Background: an optimization exercise with open tools, aiming at small area and a short achievable clock period. Do not read the settings as production practice.
No functional check of the RTL was part of any run shown here.

==> flow/design.v, too long to show whole: its modules and the start of the top module <==
// module fp_mult_round: 66 lines
// module fp_mult_prep: 57 lines
// module fp_mult_flags: 29 lines
// module fp_mult_tree: 1664 lines
// module fp_mult_top: 82 lines
module fp_mult_top (
     clk, rst, rnd, a, b, z, status
);
  // ...
==> flow/flow/run.sh <==
#!/bin/bash
# The standard layout (standard.sh) with these make settings:
#  - port buffers are sky130_fd_sc_hd__buf_2 cells
#  - SYNTH_ARGS=-noabc: Yosys synth skips its early generic ABC pass, so that the
#    adder extraction sees the RTL's full adders as written
set -euo pipefail
bash standard.sh SETUP_SLACK_MARGIN=5.5 "BUFFER_PORTS_ARGS=-buffer_cell sky130_fd_sc_hd__buf_2" "SYNTH_ARGS=-noabc" finish > standard_make.log 2>&1
==> flow/standard.sh <==
#!/bin/bash
# synth_recipe.tcl (not shown) runs the flow's synth.tcl, then flattens the netlist and writes it again
# the make line also repeats each setting of config.mk as NAME=value (left out here)
make -C /OpenROAD-flow-scripts/flow DESIGN_CONFIG=/design/flow/config.mk WORK_HOME=/design/flow/orfs CLKGATE_MAP_FILE= SYNTH_SCRIPT=/design/flow/synth_recipe.tcl "${@:-finish}"
==> flow/config.mk <==
export PLATFORM = sky130hd
export DESIGN_NAME = fp_mult_top
export DESIGN_NICKNAME = fp_mult_top
export VERILOG_FILES = /design/flow/design.v
export SDC_FILE = /design/flow/constraint.sdc
export NUM_CORES = 4
export LEC_CHECK = 0
export CAP_MARGIN = 20
export CORE_MARGIN = 2
export CORE_UTILIZATION = 60
export SLEW_MARGIN = 20
==> flow/constraint.sdc <==
create_clock -name core_clock -period 11.0 [get_ports {clk}]
set_input_delay 2.2000 -clock core_clock [delete_from_list [all_inputs] [get_ports {clk}]]
set_output_delay 2.2000 -clock core_clock [all_outputs]
set_load 0.01 [all_outputs]
==> results_dict.tcl, run 1 <==
set metrics [dict create \
    start_util 0.6129 \
    vias 17500 \
    seq-cell-share 0.1601 \
    status "no timing/DRC/antenna violations" \
    dp.cells 2360 \
    worstMarginPinSlew_ps 925.6 \
    endpoint_kind "register" \
    crit_arrival_ps 5900 \
    path_max_fanout 24 \
    grtUsageMet3 0.1399 \
    cts_sinks 163 \
    die_h_um 178.7 \
    grtUsageMet1 0.5275 \
    clk-insertion-delay-late_ps 450 \
    highest_layer "met4" \
    top_register "p2" \
    multi_input_area_um2 14990 \
    synth_most_common_cell "xnor2_1" \
    syn_area_per_cell_um2 9.097 \
    met2_usage 0.5513 \
    r2r-end "p2[29]" \
    synthArstFlopShare 0 \
    dp_hpwl_mm 41.98 \
    synthMuxAreaShare 0.004168 \
]
==> inputs of run 2 (changes only) <==
--- a/flow/design.v
+++ b/flow/design.v
@@ -1372,451 +1372,17 @@
   assign fc184 = (pp7_22 & fc141) | (pp7_22 & fs142) | (fc141 & fs142);
   assign fs185 = x[21] ^ m7_24 ^ fc142;
   assign fc185 = (x[21] & m7_24) | (x[21] & fc142) | (m7_24 & fc142);
   assign fs186 = x[22] ^ pp7_24 ^ m7_25;
   assign fc186 = (x[22] & pp7_24) | (x[22] & m7_25) | (pp7_24 & m7_25);
   logic [47:0] ra, rb, sum;
   assign ra = {fc186, fc185, fc184, fc183, fc182, fc181, fc180, fc179, fc178, fc177, fc176, fc175, fc174, fc173, fc172, fc171, fc170, fc169, fc168, fc167, fc166, fc165, fc164, fc163, fc162, fc161, fc160, fc159, fc158, fc157, fc156, fc155, fc154, fc153, fc152, fc151, fc150, fc149, fc148, fc147, fc146, hc145, hc144, hc143, hs143, pp0_2, pp0_1, ng[0]};
   assign rb = {m7_25, fs186, fs185, fs184, fs183, fs182, fs181, fs180, fs179, fs178, fs177, fs176, fs175, fs174, fs173, fs172, fs171, fs170, fs169, fs168, fs167, fs166, fs165, fs164, fs163, fs162, fs161, fs160, fs159, fs158, fs157, fs156, fs155, fs154, fs153, fs152, fs151, fs150, fs149, fs148, fs147, fs146, hs145, hs144, pp1_0, 1'b0, 1'b0, pp0_0};
-  logic [47:0] g, pr;
-  assign g = ra & rb;
-  assign pr = ra ^ rb;
-  logic G0_1, P0_1;
-  assign G0_1 = g[1] | (pr[1] & g[0]);
-  assign P0_1 = pr[1] & pr[0];
-  logic G0_3, P0_3;
-  assign G0_3 = g[3] | (pr[3] & g[2]);
-  assign P0_3 = pr[3] & pr[2];
-  logic G0_5, P0_5;
-  assign G0_5 = g[5] | (pr[5] & g[4]);
-  assign P0_5 = pr[5] & pr[4];
-  logic G0_7, P0_7;
-  assign G0_7 = g[7] | (pr[7] & g[6]);
-  assign P0_7 = pr[7] & pr[6];
-  logic G0_9, P0_9;
-  assign G0_9 = g[9] | (pr[9] & g[8]);
-  assign P0_9 = pr[9] & pr[8];
-  logic G0_11, P0_11;
-  assign G0_11 = g[11] | (pr[11] & g[10]);
-  assign P0_11 = pr[11] & pr[10];
-  logic G0_13, P0_13;
-  assign G0_13 = g[13] | (pr[13] & g[12]);
-  assign P0_13 = pr[13] & pr[12];
-  logic G0_15, P0_15;
-  assign G0_15 = g[15] | (pr[15] & g[14]);
-  assign P0_15 = pr[15] & pr[14];
-  logic G0_17, P0_17;
-  assign G0_17 = g[17] | (pr[17] & g[16]);
-  assign P0_17 = pr[17] & pr[16];
-  logic G0_19, P0_19;
-  assign G0_19 = g[19] | (pr[19] & g[18]);
-  assign P0_19 = pr[19] & pr[18];
-  logic G0_21, P0_21;
-  assign G0_21 = g[21] | (pr[21] & g[20]);
-  assign P0_21 = pr[21] & pr[20];
-  logic G0_23, P0_23;
-  assign G0_23 = g[23] | (pr[23] & g[22]);
-  assign P0_23 = pr[23] & pr[22];
-  logic G0_25, P0_25;
-  assign G0_25 = g[25] | (pr[25] & g[24]);
-  assign P0_25 = pr[25] & pr[24];
-  logic G0_27, P0_27;
-  assign G0_27 = g[27] | (pr[27] & g[26]);
-  assign P0_27 = pr[27] & pr[26];
-  logic G0_29, P0_29;
-  assign G0_29 = g[29] | (pr[29] & g[28]);
-  assign P0_29 = pr[29] & pr[28];
-  logic G0_31, P0_31;
-  assign G0_31 = g[31] | (pr[31] & g[30]);
-  assign P0_31 = pr[31] & pr[30];
-  logic G0_33, P0_33;
-  assign G0_33 = g[33] | (pr[33] & g[32]);
-  assign P0_33 = pr[33] & pr[32];
-  logic G0_35, P0_35;
-  assign G0_35 = g[35] | (pr[35] & g[34]);
-  assign P0_35 = pr[35] & pr[34];
-  logic G0_37, P0_37;
-  assign G0_37 = g[37] | (pr[37] & g[36]);
-  assign P0_37 = pr[37] & pr[36];
-  logic G0_39, P0_39;
-  assign G0_39 = g[39] | (pr[39] & g[38]);
-  assign P0_39 = pr[39] & pr[38];
-  logic G0_41, P0_41;
-  assign G0_41 = g[41] | (pr[41] & g[40]);
-  assign P0_41 = pr[41] & pr[40];
-  logic G0_43, P0_43;
-  assign G0_43 = g[43] | (pr[43] & g[42]);
-  assign P0_43 = pr[43] & pr[42];
-  logic G0_45, P0_45;
-  assign G0_45 = g[45] | (pr[45] & g[44]);
-  assign P0_45 = pr[45] & pr[44];
-  logic G0_47, P0_47;
-  assign G0_47 = g[47] | (pr[47] & g[46]);
-  assign P0_47 = pr[47] & pr[46];
-  logic G1_2, P1_2;
-  assign G1_2 = g[2] | (pr[2] & G0_1);
-  assign P1_2 = pr[2] & P0_1;
-  logic G1_3, P1_3;
-  assign G1_3 = G0_3 | (P0_3 & G0_1);
-  assign P1_3 = P0_3 & P0_1;
-  logic G1_6, P1_6;
-  assign G1_6 = g[6] | (pr[6] & G0_5);
-  assign P1_6 = pr[6] & P0_5;
-  logic G1_7, P1_7;
-  assign G1_7 = G0_7 | (P0_7 & G0_5);
-  assign P1_7 = P0_7 & P0_5;
-  logic G1_10, P1_10;
-  assign G1_10 = g[10] | (pr[10] & G0_9);
-  assign P1_10 = pr[10] & P0_9;
-  logic G1_11, P1_11;
-  assign G1_11 = G0_11 | (P0_11 & G0_9);
-  assign P1_11 = P0_11 & P0_9;
-  logic G1_14, P1_14;
-  assign G1_14 = g[14] | (pr[14] & G0_13);
-  assign P1_14 = pr[14] & P0_13;
-  logic G1_15, P1_15;
-  assign G1_15 = G0_15 | (P0_15 & G0_13);
-  assign P1_15 = P0_15 & P0_13;
-  logic G1_18, P1_18;
-  assign G1_18 = g[18] | (pr[18] & G0_17);
-  assign P1_18 = pr[18] & P0_17;
-  logic G1_19, P1_19;
-  assign G1_19 = G0_19 | (P0_19 & G0_17);
-  assign P1_19 = P0_19 & P0_17;
-  logic G1_22, P1_22;
-  assign G1_22 = g[22] | (pr[22] & G0_21);
-  assign P1_22 = pr[22] & P0_21;
-  logic G1_23, P1_23;
-  assign G1_23 = G0_23 | (P0_23 & G0_21);
-  assign P1_23 = P0_23 & P0_21;
-  logic G1_26, P1_26;
-  assign G1_26 = g[26] | (pr[26] & G0_25);
-  assign P1_26 = pr[26] & P0_25;
-  logic G1_27, P1_27;
-  assign G1_27 = G0_27 | (P0_27 & G0_25);
-  assign P1_27 = P0_27 & P0_25;
-  logic G1_30, P1_30;
-  assign G1_30 = g[30] | (pr[30] & G0_29);
-  assign P1_30 = pr[30] & P0_29;
-  logic G1_31, P1_31;
-  assign G1_31 = G0_31 | (P0_31 & G0_29);
-  assign P1_31 = P0_31 & P0_29;
-  logic G1_34, P1_34;
-  assign G1_34 = g[34] | (pr[34] & G0_33);
-  assign P1_34 = pr[34] & P0_33;
-  logic G1_35, P1_35;
-  assign G1_35 = G0_35 | (P0_35 & G0_33);
-  assign P1_35 = P0_35 & P0_33;
-  logic G1_38, P1_38;
-  assign G1_38 = g[38] | (pr[38] & G0_37);
-  assign P1_38 = pr[38] & P0_37;
-  logic G1_39, P1_39;
-  assign G1_39 = G0_39 | (P0_39 & G0_37);
-  assign P1_39 = P0_39 & P0_37;
-  logic G1_42, P1_42;
-  assign G1_42 = g[42] | (pr[42] & G0_41);
-  assign P1_42 = pr[42] & P0_41;
-  logic G1_43, P1_43;
-  assign G1_43 = G0_43 | (P0_43 & G0_41);
-  assign P1_43 = P0_43 & P0_41;
-  logic G1_46, P1_46;
-  assign G1_46 = g[46] | (pr[46] & G0_45);
-  assign P1_46 = pr[46] & P0_45;
-  logic G1_47, P1_47;
-  assign G1_47 = G0_47 | (P0_47 & G0_45);
-  assign P1_47 = P0_47 & P0_45;
-  logic G2_4, P2_4;
-  assign G2_4 = g[4] | (pr[4] & G1_3);
-  assign P2_4 = pr[4] & P1_3;
-  logic G2_5, P2_5;
-  assign G2_5 = G0_5 | (P0_5 & G1_3);
-  assign P2_5 = P0_5 & P1_3;
-  logic G2_6, P2_6;
-  assign G2_6 = G1_6 | (P1_6 & G1_3);
-  assign P2_6 = P1_6 & P1_3;
-  logic G2_7, P2_7;
-  assign G2_7 = G1_7 | (P1_7 & G1_3);
-  assign P2_7 = P1_7 & P1_3;
-  logic G2_12, P2_12;
-  assign G2_12 = g[12] | (pr[12] & G1_11);
-  assign P2_12 = pr[12] & P1_11;
-  logic G2_13, P2_13;
-  assign G2_13 = G0_13 | (P0_13 & G1_11);
-  assign P2_13 = P0_13 & P1_11;
-  logic G2_14, P2_14;
-  assign G2_14 = G1_14 | (P1_14 & G1_11);
-  assign P2_14 = P1_14 & P1_11;
-  logic G2_15, P2_15;
-  assign G2_15 = G1_15 | (P1_15 & G1_11);
-  assign P2_15 = P1_15 & P1_11;
-  logic G2_20, P2_20;
-  assign G2_20 = g[20] | (pr[20] & G1_19);
-  assign P2_20 = pr[20] & P1_19;
-  logic G2_21, P2_21;
-  assign G2_21 = G0_21 | (P0_21 & G1_19);
-  assign P2_21 = P0_21 & P1_19;
-  logic G2_22, P2_22;
-  assign G2_22 = G1_22 | (P1_22 & G1_19);
-  assign P2_22 = P1_22 & P1_19;
-  logic G2_23, P2_23;
-  assign G2_23 = G1_23 | (P1_23 & G1_19);
-  assign P2_23 = P1_23 & P1_19;
-  logic G2_28, P2_28;
-  assign G2_28 = g[28] | (pr[28] & G1_27);
-  assign P2_28 = pr[28] & P1_27;
-  logic G2_29, P2_29;
-  assign G2_29 = G0_29 | (P0_29 & G1_27);
-  assign P2_29 = P0_29 & P1_27;
-  logic G2_30, P2_30;
-  assign G2_30 = G1_30 | (P1_30 & G1_27);
-  assign P2_30 = P1_30 & P1_27;
-  logic G2_31, P2_31;
-  assign G2_31 = G1_31 | (P1_31 & G1_27);
-  assign P2_31 = P1_31 & P1_27;
-  logic G2_36, P2_36;
-  assign G2_36 = g[36] | (pr[36] & G1_35);
-  assign P2_36 = pr[36] & P1_35;
-  logic G2_37, P2_37;
-  assign G2_37 = G0_37 | (P0_37 & G1_35);
-  assign P2_37 = P0_37 & P1_35;
-  logic G2_38, P2_38;
-  assign G2_38 = G1_38 | (P1_38 & G1_35);
-  assign P2_38 = P1_38 & P1_35;
-  logic G2_39, P2_39;
-  assign G2_39 = G1_39 | (P1_39 & G1_35);
-  assign P2_39 = P1_39 & P1_35;
-  logic G2_44, P2_44;
-  assign G2_44 = g[44] | (pr[44] & G1_43);
-  assign P2_44 = pr[44] & P1_43;
-  logic G2_45, P2_45;
-  assign G2_45 = G0_45 | (P0_45 & G1_43);
-  assign P2_45 = P0_45 & P1_43;
-  logic G2_46, P2_46;
-  assign G2_46 = G1_46 | (P1_46 & G1_43);
-  assign P2_46 = P1_46 & P1_43;
-  logic G2_47, P2_47;
-  assign G2_47 = G1_47 | (P1_47 & G1_43);
-  assign P2_47 = P1_47 & P1_43;
-  logic G3_8, P3_8;
-  assign G3_8 = g[8] | (pr[8] & G2_7);
-  assign P3_8 = pr[8] & P2_7;
-  logic G3_9, P3_9;
-  assign G3_9 = G0_9 | (P0_9 & G2_7);
-  assign P3_9 = P0_9 & P2_7;
-  logic G3_10, P3_10;
-  assign G3_10 = G1_10 | (P1_10 & G2_7);
-  assign P3_10 = P1_10 & P2_7;
-  logic G3_11, P3_11;
-  assign G3_11 = G1_11 | (P1_11 & G2_7);
-  assign P3_11 = P1_11 & P2_7;
-  logic G3_12, P3_12;
-  assign G3_12 = G2_12 | (P2_12 & G2_7);
-  assign P3_12 = P2_12 & P2_7;
-  logic G3_13, P3_13;
-  assign G3_13 = G2_13 | (P2_13 & G2_7);
-  assign P3_13 = P2_13 & P2_7;
-  logic G3_14, P3_14;
-  assign G3_14 = G2_14 | (P2_14 & G2_7);
-  assign P3_14 = P2_14 & P2_7;
-  logic G3_15, P3_15;
-  assign G3_15 = G2_15 | (P2_15 & G2_7);
-  assign P3_15 = P2_15 & P2_7;
-  logic G3_24, P3_24;
-  assign G3_24 = g[24] | (pr[24] & G2_23);
-  assign P3_24 = pr[24] & P2_23;
-  logic G3_25, P3_25;
-  assign G3_25 = G0_25 | (P0_25 & G2_23);
-  assign P3_25 = P0_25 & P2_23;
-  logic G3_26, P3_26;
-  assign G3_26 = G1_26 | (P1_26 & G2_23);
-  assign P3_26 = P1_26 & P2_23;
-  logic G3_27, P3_27;
-  assign G3_27 = G1_27 | (P1_27 & G2_23);
-  assign P3_27 = P1_27 & P2_23;
-  logic G3_28, P3_28;
-  assign G3_28 = G2_28 | (P2_28 & G2_23);
-  assign P3_28 = P2_28 & P2_23;
-  logic G3_29, P3_29;
-  assign G3_29 = G2_29 | (P2_29 & G2_23);
-  assign P3_29 = P2_29 & P2_23;
-  logic G3_30, P3_30;
-  assign G3_30 = G2_30 | (P2_30 & G2_23);
-  assign P3_30 = P2_30 & P2_23;
-  logic G3_31, P3_31;
-  assign G3_31 = G2_31 | (P2_31 & G2_23);
-  assign P3_31 = P2_31 & P2_23;
-  logic G3_40, P3_40;
-  assign G3_40 = g[40] | (pr[40] & G2_39);
-  assign P3_40 = pr[40] & P2_39;
-  logic G3_41, P3_41;
-  assign G3_41 = G0_41 | (P0_41 & G2_39);
-  assign P3_41 = P0_41 & P2_39;
-  logic G3_42, P3_42;
-  assign G3_42 = G1_42 | (P1_42 & G2_39);
-  assign P3_42 = P1_42 & P2_39;
-  logic G3_43, P3_43;
-  assign G3_43 = G1_43 | (P1_43 & G2_39);
-  assign P3_43 = P1_43 & P2_39;
-  logic G3_44, P3_44;
-  assign G3_44 = G2_44 | (P2_44 & G2_39);
-  assign P3_44 = P2_44 & P2_39;
-  logic G3_45, P3_45;
-  assign G3_45 = G2_45 | (P2_45 & G2_39);
-  assign P3_45 = P2_45 & P2_39;
-  logic G3_46, P3_46;
-  assign G3_46 = G2_46 | (P2_46 & G2_39);
-  assign P3_46 = P2_46 & P2_39;
-  logic G3_47, P3_47;
-  assign G3_47 = G2_47 | (P2_47 & G2_39);
-  assign P3_47 = P2_47 & P2_39;
-  logic G4_16, P4_16;
-  assign G4_16 = g[16] | (pr[16] & G3_15);
-  assign P4_16 = pr[16] & P3_15;
-  logic G4_17, P4_17;
-  assign G4_17 = G0_17 | (P0_17 & G3_15);
-  assign P4_17 = P0_17 & P3_15;
-  logic G4_18, P4_18;
-  assign G4_18 = G1_18 | (P1_18 & G3_15);
-  assign P4_18 = P1_18 & P3_15;
-  logic G4_19, P4_19;
-  assign G4_19 = G1_19 | (P1_19 & G3_15);
-  assign P4_19 = P1_19 & P3_15;
-  logic G4_20, P4_20;
-  assign G4_20 = G2_20 | (P2_20 & G3_15);
-  assign P4_20 = P2_20 & P3_15;
-  logic G4_21, P4_21;
-  assign G4_21 = G2_21 | (P2_21 & G3_15);
-  assign P4_21 = P2_21 & P3_15;
-  logic G4_22, P4_22;
-  assign G4_22 = G2_22 | (P2_22 & G3_15);
-  assign P4_22 = P2_22 & P3_15;
-  logic G4_23, P4_23;
-  assign G4_23 = G2_23 | (P2_23 & G3_15);
-  assign P4_23 = P2_23 & P3_15;
-  logic G4_24, P4_24;
-  assign G4_24 = G3_24 | (P3_24 & G3_15);
-  assign P4_24 = P3_24 & P3_15;
-  logic G4_25, P4_25;
-  assign G4_25 = G3_25 | (P3_25 & G3_15);
-  assign P4_25 = P3_25 & P3_15;
-  logic G4_26, P4_26;
-  assign G4_26 = G3_26 | (P3_26 & G3_15);
-  assign P4_26 = P3_26 & P3_15;
-  logic G4_27, P4_27;
-  assign G4_27 = G3_27 | (P3_27 & G3_15);
-  assign P4_27 = P3_27 & P3_15;
-  logic G4_28, P4_28;
-  assign G4_28 = G3_28 | (P3_28 & G3_15);
-  assign P4_28 = P3_28 & P3_15;
-  logic G4_29, P4_29;
-  assign G4_29 = G3_29 | (P3_29 & G3_15);
-  assign P4_29 = P3_29 & P3_15;
-  logic G4_30, P4_30;
-  assign G4_30 = G3_30 | (P3_30 & G3_15);
-  assign P4_30 = P3_30 & P3_15;
-  logic G4_31, P4_31;
-  assign G4_31 = G3_31 | (P3_31 & G3_15);
-  assign P4_31 = P3_31 & P3_15;
-  logic G5_32, P5_32;
-  assign G5_32 = g[32] | (pr[32] & G4_31);
-  assign P5_32 = pr[32] & P4_31;
-  logic G5_33, P5_33;
-  assign G5_33 = G0_33 | (P0_33 & G4_31);
-  assign P5_33 = P0_33 & P4_31;
-  logic G5_34, P5_34;
-  assign G5_34 = G1_34 | (P1_34 & G4_31);
-  assign P5_34 = P1_34 & P4_31;
-  logic G5_35, P5_35;
-  assign G5_35 = G1_35 | (P1_35 & G4_31);
-  assign P5_35 = P1_35 & P4_31;
-  logic G5_36, P5_36;
-  assign G5_36 = G2_36 | (P2_36 & G4_31);
-  assign P5_36 = P2_36 & P4_31;
-  logic G5_37, P5_37;
-  assign G5_37 = G2_37 | (P2_37 & G4_31);
-  assign P5_37 = P2_37 & P4_31;
-  logic G5_38, P5_38;
-  assign G5_38 = G2_38 | (P2_38 & G4_31);
-  assign P5_38 = P2_38 & P4_31;
-  logic G5_39, P5_39;
-  assign G5_39 = G2_39 | (P2_39 & G4_31);
-  assign P5_39 = P2_39 & P4_31;
-  logic G5_40, P5_40;
-  assign G5_40 = G3_40 | (P3_40 & G4_31);
-  assign P5_40 = P3_40 & P4_31;
-  logic G5_41, P5_41;
-  assign G5_41 = G3_41 | (P3_41 & G4_31);
-  assign P5_41 = P3_41 & P4_31;
-  logic G5_42, P5_42;
-  assign G5_42 = G3_42 | (P3_42 & G4_31);
-  assign P5_42 = P3_42 & P4_31;
-  logic G5_43, P5_43;
-  assign G5_43 = G3_43 | (P3_43 & G4_31);
-  assign P5_43 = P3_43 & P4_31;
-  logic G5_44, P5_44;
-  assign G5_44 = G3_44 | (P3_44 & G4_31);
-  assign P5_44 = P3_44 & P4_31;
-  logic G5_45, P5_45;
-  assign G5_45 = G3_45 | (P3_45 & G4_31);
-  assign P5_45 = P3_45 & P4_31;
-  logic G5_46, P5_46;
-  assign G5_46 = G3_46 | (P3_46 & G4_31);
-  assign P5_46 = P3_46 & P4_31;
-  logic G5_47, P5_47;
-  assign G5_47 = G3_47 | (P3_47 & G4_31);
-  assign P5_47 = P3_47 & P4_31;
-  assign sum[0] = pr[0];
-  assign sum[1] = pr[1] ^ g[0];
-  assign sum[2] = pr[2] ^ G0_1;
-  assign sum[3] = pr[3] ^ G1_2;
-  assign sum[4] = pr[4] ^ G1_3;
-  assign sum[5] = pr[5] ^ G2_4;
-  assign sum[6] = pr[6] ^ G2_5;
-  assign sum[7] = pr[7] ^ G2_6;
-  assign sum[8] = pr[8] ^ G2_7;
-  assign sum[9] = pr[9] ^ G3_8;
-  assign sum[10] = pr[10] ^ G3_9;
-  assign sum[11] = pr[11] ^ G3_10;
-  assign sum[12] = pr[12] ^ G3_11;
-  assign sum[13] = pr[13] ^ G3_12;
-  assign sum[14] = pr[14] ^ G3_13;
-  assign sum[15] = pr[15] ^ G3_14;
-  assign sum[16] = pr[16] ^ G3_15;
-  assign sum[17] = pr[17] ^ G4_16;
-  assign sum[18] = pr[18] ^ G4_17;
-  assign sum[19] = pr[19] ^ G4_18;
-  assign sum[20] = pr[20] ^ G4_19;
-  assign sum[21] = pr[21] ^ G4_20;
-  assign sum[22] = pr[22] ^ G4_21;
-  assign sum[23] = pr[23] ^ G4_22;
-  assign sum[24] = pr[24] ^ G4_23;
-  assign sum[25] = pr[25] ^ G4_24;
-  assign sum[26] = pr[26] ^ G4_25;
-  assign sum[27] = pr[27] ^ G4_26;
-  assign sum[28] = pr[28] ^ G4_27;
-  assign sum[29] = pr[29] ^ G4_28;
-  assign sum[30] = pr[30] ^ G4_29;
-  assign sum[31] = pr[31] ^ G4_30;
-  assign sum[32] = pr[32] ^ G4_31;
-  assign sum[33] = pr[33] ^ G5_32;
-  assign sum[34] = pr[34] ^ G5_33;
-  assign sum[35] = pr[35] ^ G5_34;
-  assign sum[36] = pr[36] ^ G5_35;
-  assign sum[37] = pr[37] ^ G5_36;
-  assign sum[38] = pr[38] ^ G5_37;
-  assign sum[39] = pr[39] ^ G5_38;
-  assign sum[40] = pr[40] ^ G5_39;
-  assign sum[41] = pr[41] ^ G5_40;
-  assign sum[42] = pr[42] ^ G5_41;
-  assign sum[43] = pr[43] ^ G5_42;
-  assign sum[44] = pr[44] ^ G5_43;
-  assign sum[45] = pr[45] ^ G5_44;
-  assign sum[46] = pr[46] ^ G5_45;
-  assign sum[47] = pr[47] ^ G5_46;
+  assign sum = ra + rb;
   assign p = sum[47:22];
 endmodule
 module fp_mult_top (
      clk, rst, rnd, a, b, z, status
 );
     input logic [31:0] a, b;
     input logic [2:0] rnd;
     output logic [31:0] z;
==> run 2 against run 1 <==
Still clean on timing, DRC and antenna. Global-route usage is 2.6 points lower. Final cell count is 0.37% higher. Critical path depth is 4 lower. Wire length is 4.8% lower. Register-to-register slack better by 20 ps. Critical endpoint is now p2[44]. Highest routed layer unchanged.
==> results_dict.tcl, run 2 <==
set metrics [dict create \
    max_freq_mhz 181.0 \
    crit_arrival_ps 5870 \
    largestRegisters "p2: 26 flops, x31: 25 flops, x1: 23 flops" \
    die_x_um 179.7 \
    synth_area_leaders "fa_1 18%, dfxtp_1 18%, xnor2_1 11%" \
    vias_per_cell 7.010 \
    slowest_stage "dfxtp_1" \
    diodes 0 \
    top_register "p2" \
    crit_chain "a22o_1 > a221oi_2 > xnor2_1 > fa_1 > fa_1 > fa_1 > fa_1 > ha_2 > a21o_1 > a21oi_2 > o221ai_4 > a22o_4 > a221o_1 > or4_1 > and4_1" \
    timing.final.crit_share 0.5024 \
    largest_reg_flops 26 \
    drc 0 \
    dp_hpwl_mm 41.85 \
    vias 17150 \
    cpMostUsedCell "fa_1" \
    fin_crit_ps 5526 \
    min_path_type "register to register" \
    dp.cells 2380 \
    yosys-top-cells-count "227 x xnor2_1, 186 x clkbuf_1, 170 x a221oi_1, 170 x fa_1, 163 x dfxtp_1" \
    routabilityCongestion 0.9019 \
    numPortBuffers 106 \
    seq_area_frac_synth 0.1761 \
    die_h_um 179.7 \
    cts_sinks 163 \
    drive_gt1_frac 0.1789 \
    setup_viol 0 \
    first_iter_violations 2156 \
    io_pins 109 \
    yosys.area.top_type_share 0.1837 \
    clockBufferDepth 2 \
    rows 64 \
    grt_pass1_wl_mm 91.57 \
    fin_worst_skew_ps 15.52 \
    instances_no_fill 2447 \
    cts.hold.buffers_added 0 \
    worstPathRequired_ps 11340 \
    dr.pass1.iters 9 \
    path_max_fanout 8 \
    hold_path_depth 0 \
    ant_nets 0 \
    worstMarginPinSlew_ps 721.4 \
    fin_tns_setup_ps 0 \
    layout_commonest_cell "xnor2_1" \
    grt_pass1_vias 16190 \
    core-area_um2 30510 \
    critPathLaunchType "register" \
    grt_max_degree 70 \
    cap_violations 0 \
    yosys.cell_types.count 70 \
    wl_per_cell_um 24.28 \
    clk_pin_slew_worst_paths_ps 70 \
    clockRootBuffer "clkbuf_16" \
    cts_buffers 17 \
    cp.depth 15 \
    endpoint_kind "register" \
    status "no timing/DRC/antenna violations" \
    synth_edf_count 0 \
    nNetsFinal 2383 \
    r2r_cells 15 \
    drt_wl_total_mm 59.41 \
    antenna_found_initial 0 \
    hold_viol 0 \
    syn-cell-area_um2 18530 \
    areaGrowthSynthToFinish_pct 11.80 \
    synth_most_common_cell "xnor2_1" \
    synthArstFlopShare 0 \
    syn_area_per_cell_um2 9.048 \
    fin_util 0.6791 \
    critPathTopFamily "adder cells" \
    dieArea_um2 32300 \
    h-tree-depth 4 \
    track_usage 0.3570 \
    relSlewSlack 0.5123 \
    rsz0062_at_grt "yes" \
    syn_inst 2048 \
    critical-path-max-stage-delay_ps 660 \
    start_util 0.6074 \
    synth_ff_type "dfxtp_1" \
    cts_tree "done" \
    layout_common_cells "221 x xnor2_1, 160 x fa_1, 159 x a22o_1" \
    grt_remaining_overflow 0 \
    path_buf_inv 0 \
    slew_viol_final 0 \
    path_class "register to register" \
    clk-insertion-delay-late_ps 450 \
    yosysTopAreaCell "fa_1" \
    yosysWarnings 4 \
    ys_seq_elements 163 \
]
run 2: cell types whose count changed after synthesis, sizes merged, moves of 8 or more:
cell	delta
buf	-9
or4	+8
o21ai	-11
nand2	-15
clkbuf	+20
and3	+10
run 2: logic make-up (layout without fill, tap and decap cells):
logic type	count (synthesis)	in the layout	share of synthesized area
flip-flops	163	163	0.1761
buffers and inverters	259	261	0.05381
adder cells (fa/ha/maj)	276	276	0.2552
multiplexers	7	7	0.004051
XOR/XNOR	269	269	0.1271
AND/OR/NAND/NOR	385	385	0.1020
AO/OA/AOI/OAI	688	688	0.2815
other	1	2	0.0002024
run 2: worst paths after layout:
kind              slack, ps     from     end
setup / recovery       5470  x31[22]  p2[44]
hold / removal          370   e01[2]  e02[2]
setup reg to reg       5470  x31[22]  p2[44]
hold reg to reg         370   e01[2]  e02[2]
run 2: through the flow:
stage	worst slack, ps	instance area (um^2)	hold WS (ps)
3_3_place_gp	4469	19050	365.1
3_5_place_dp	4407	19050	366.6
5_1_grt	5343	20720	379.8
2_1_floorplan	5502	18560	344.6
6_report	5474	20720	369.2
4_1_cts	5488	20070	372.4
run 2: layout make-up:
type                    count  area [um^2]
fillers                  2496         9792
inverters                  49        183.9
flip-flops and latches    163         3390
clock inverters            14        161.4
clock buffers              18        429.2
multi-input cells        1627        14890
well taps                 396        495.5
repair buffers            180         1167
run 2: routing by layer:
layer	wire length, um	part of all wire	track usage
met1	24760	0.42	0.5088
met5	0	0	0.001481
met3	7565	0.13	0.1049
met4	2305	0.039	0.1415
met2	24780	0.42	0.5077
run 2: what timing repair did:
item,in CTS,in global routing
endpoints found under the hold margin,0,0
gates resized for setup,95,108
gates cloned,0,0
setup buffers,16,19
setup endpoints to repair,33,51
pin swaps,15,46

-- re-timing with driven ports --
The flow's constraints put no driver on any port. The routed layouts listed below were extracted and timed again, unchanged, in two steps. Step 1 sets driving cells, clkbuf_16 on the clock port and buf_2 on the other inputs (assumed; they add their load-dependent delay and slew). Step 2 adds t to the input delays and takes it off the output delays; t is the mean of the earliest and latest rising clock arrival at the registers after step 1. Input paths then give back, and output paths get back, about the clock's delay inside the block. Three values: ideal, step 1, step 2; two values: the first two.
| run | shift t [ns] | setup WS [ns] | worst setup path at the end | worst register clock-pin slew, ns | pins driven straight from the clock port |
|---|---|---|---|---|---|
| run 1 | 0.498 | 5.455 / 5.455 / 5.455 | register to register | 0.08 / 0.08 | 1 |
| run 2 | 0.493 | 5.474 / 5.474 / 5.474 | register to register | 0.07 / 0.07 | 1 |
After both steps setup and hold are still met in every run listed.
